Context: an optimization exercise on an open-source flow, tuned for small area. The choices shown serve that exercise and are no tape-out recipe. RTL that was checked went through simulation tests only; none was proved equivalent to the original. Power figures rest on the tool's default switching activity, not on a simulated workload.

==> module fifo, before the edit <==
module fifo (
    input clk, rstn,
    input w_en, r_en,
    input z,                         
    input [7:0] in_data,
    input [7:0] last_out,            
    output [7:0] out_data,
    output full, empty
);
    reg [2:0] wq, rq;
    reg wx, rx;
    reg popped;
    reg [7:0] mem [1:7];
    wire [2:0] wn = {wq[1:0], wq[2] ^ wq[1]};
    wire [2:0] rn = {rq[1:0], rq[2] ^ rq[1]};
    wire same = (wq == rq);
    assign empty = same & (wx == rx);
    assign full  = same & (wx != rx);
    wire wr = w_en & !full;
    wire rd = r_en & !empty;
    wire [7:0] rs = 8'd1 << rq;
    wire [7:0] ws = 8'd1 << wn;
    genvar b;
    generate
        for (b = 0; b < 8; b = b + 1) begin : rdm
            wire g0, g1, g2;
            aoi222 u0 (.a0(mem[1][b]), .s0(rs[1]), .a1(mem[2][b]), .s1(rs[2]), .a2(mem[3][b]), .s2(rs[3]), .y(g0));
            aoi222 u1 (.a0(mem[4][b]), .s0(rs[4]), .a1(mem[5][b]), .s1(rs[5]), .a2(mem[6][b]), .s2(rs[6]), .y(g1));
            assign g2 = ~(mem[7][b] & rs[7]);
            assign out_data[b] = popped ? ~(g0 & g1 & g2) : (last_out[b] & ~z);
        end
    endgenerate
    always @(posedge clk) begin
        if (!rstn) begin
            wq <= 3'd1; rq <= 3'd1;
            wx <= 1'b0; rx <= 1'b0;
            popped <= 1'b0;
        end else begin
            if (wr) begin wq <= wn; if (wq == 3'd4) wx <= ~wx; end
            if (rd) begin rq <= rn; if (rq == 3'd4) rx <= ~rx; end
            popped <= rd;
        end
    end
    genvar k;
    generate
        for (k = 1; k < 8; k = k + 1) begin : slot
            always @(posedge clk)
                if (wr & ws[k]) mem[k] <= in_data;
        end
    endgenerate
endmodule
Settings: LEC_CHECK=0, CAP_MARGIN=20, CORE_MARGIN=2, CORE_UTILIZATION=70, CTS_BUF_LIST=sky130_fd_sc_hd__clkbuf_16, CTS_CLUSTER_DIAMETER=100, CTS_CLUSTER_SIZE=24, SLEW_MARGIN=20, SYNTH_HIERARCHICAL=1, SYNTH_MINIMUM_KEEP_SIZE=0; clock period 10.0 ns.
standard.sh (not shown) runs the stock make flow with config.mk's settings and CLKGATE_MAP_FILE= SYNTH_SCRIPT=/design/flow/synth_recipe.tcl, a recipe that flattens the netlist after the stock synthesis.
==> flow/flow/run.sh <==
#!/bin/bash
# The standard layout (standard.sh) with three changes:
# - synthesis maps the logic with flow/abc.script: synth_recipe.tcl with an
#   abc wrapper (flow/abc_proc.tcl) inserted after its first line; the rest,
#   registers included, is the standard synthesis;
# - port buffers are buf_1 cells;
# - clock tree synthesis without dummy loads (same clustering as config.mk).
# make's output goes to standard.log, each ORFS step's log to orfs/logs/.
set -euo pipefail
export FLOW_ABC_SCRIPT="$PWD/flow/abc.script"
{ head -n 1 synth_recipe.tcl; cat flow/abc_proc.tcl; tail -n +2 synth_recipe.tcl; } > synth_abc.tcl
bash standard.sh SYNTH_SCRIPT="$PWD/synth_abc.tcl" \
  BUFFER_PORTS_ARGS="-buffer_cell sky130_fd_sc_hd__buf_1" \
  CTS_ARGS="-sink_clustering_enable -repair_clock_nets -sink_clustering_size 24 -sink_clustering_max_diameter 100 -buf_list sky130_fd_sc_hd__clkbuf_16 -dont_use_dummy_load" \
  finish > standard.log 2>&1
==> flow/flow/abc.script <==
&get -n
&st
&dch
&nf -R 1000
&st
&syn2
&if -g -K 6
&synch2
&nf -R 1000
&st
&syn2
&if -g -K 6
&synch2
&nf -R 1000
&st
&syn2
&if -g -K 6
&synch2
&nf -R 1000
&st
&syn2
&if -g -K 6
&synch2
&nf -R 1000
&st
&syn2
&if -g -K 6
&synch2
&nf -R 1000
&put
==> flow/flow/abc_proc.tcl <==
# Use this flow's ABC script (ORFS's speed script without its final buffering
# and gate upsizing, with more area recovery) for the technology mapping.
proc abc {args} {
  set i [lsearch -exact $args -script]
  if { $i >= 0 } {
    set args [lreplace $args [expr {$i + 1}] [expr {$i + 1}] $::env(FLOW_ABC_SCRIPT)]
  }
  yosys abc {*}$args
}
Then changed:
--- a/flow/design.v
+++ b/flow/design.v
@@ -117,22 +117,23 @@
     wire [2:0] rn = {rq[1:0], rq[2] ^ rq[1]};
     wire same = (wq == rq);
     assign empty = same & (wx == rx);
     assign full  = same & (wx != rx);
     wire wr = w_en & !full;
     wire rd = r_en & !empty;
-    wire [7:0] rs = 8'd1 << rq;
+    wire [7:0] rs = popped ? (8'd1 << rq) : 8'd0;
+    wire keep = ~popped & ~z;
     wire [7:0] ws = 8'd1 << wn;
     genvar b;
     generate
         for (b = 0; b < 8; b = b + 1) begin : rdm
             wire g0, g1, g2;
             aoi222 u0 (.a0(mem[1][b]), .s0(rs[1]), .a1(mem[2][b]), .s1(rs[2]), .a2(mem[3][b]), .s2(rs[3]), .y(g0));
             aoi222 u1 (.a0(mem[4][b]), .s0(rs[4]), .a1(mem[5][b]), .s1(rs[5]), .a2(mem[6][b]), .s2(rs[6]), .y(g1));
-            assign g2 = ~(mem[7][b] & rs[7]);
-            assign out_data[b] = popped ? ~(g0 & g1 & g2) : (last_out[b] & ~z);
+            assign g2 = ~((mem[7][b] & rs[7]) | (last_out[b] & keep));
+            assign out_data[b] = ~(g0 & g1 & g2);
         end
     endgenerate
     always @(posedge clk) begin
         if (!rstn) begin
             wq <= 3'd1; rq <= 3'd1;
             wx <= 1'b0; rx <= 1'b0;
Worst setup slack gains 110 ps.
Clock power hardly moves.
Total power fell by a few percent.
Design area fell slightly.
Via count fell slightly.
Die area fell slightly.
The RTL of the second run of this note was laid out without a check of its function.

what the ideal ports hide:
How much do the figures lean on ideal ports? The routed layouts below were timed once more, with nothing changed but the port constraints.
Step 1, drivers: a clkbuf_16 drives clk and a buf_2 each remaining input, both assumed.
Step 2 times the ports against the registers' clock, not the clock port: input delays grow and output delays shrink by t, the midpoint of the rising clock arrivals with the driver on.
a / b / c = ideal ports / drivers / drivers and shift; a / b = the first two.
run | shift t [ns] | slack for setup (ns) | slew at the worst register clock pin (ns)
the first run | 0.866 | 2.306 / 2.122 / 2.122 | 0.10 / 0.10
the second run | 0.867 | 2.417 / 2.248 / 2.248 | 0.11 / 0.11
After both steps every run listed still meets setup and hold. For the first run, which loses most, drivers alone change the setup slack by -0.184 ns; drivers and shift together by -0.184 ns.
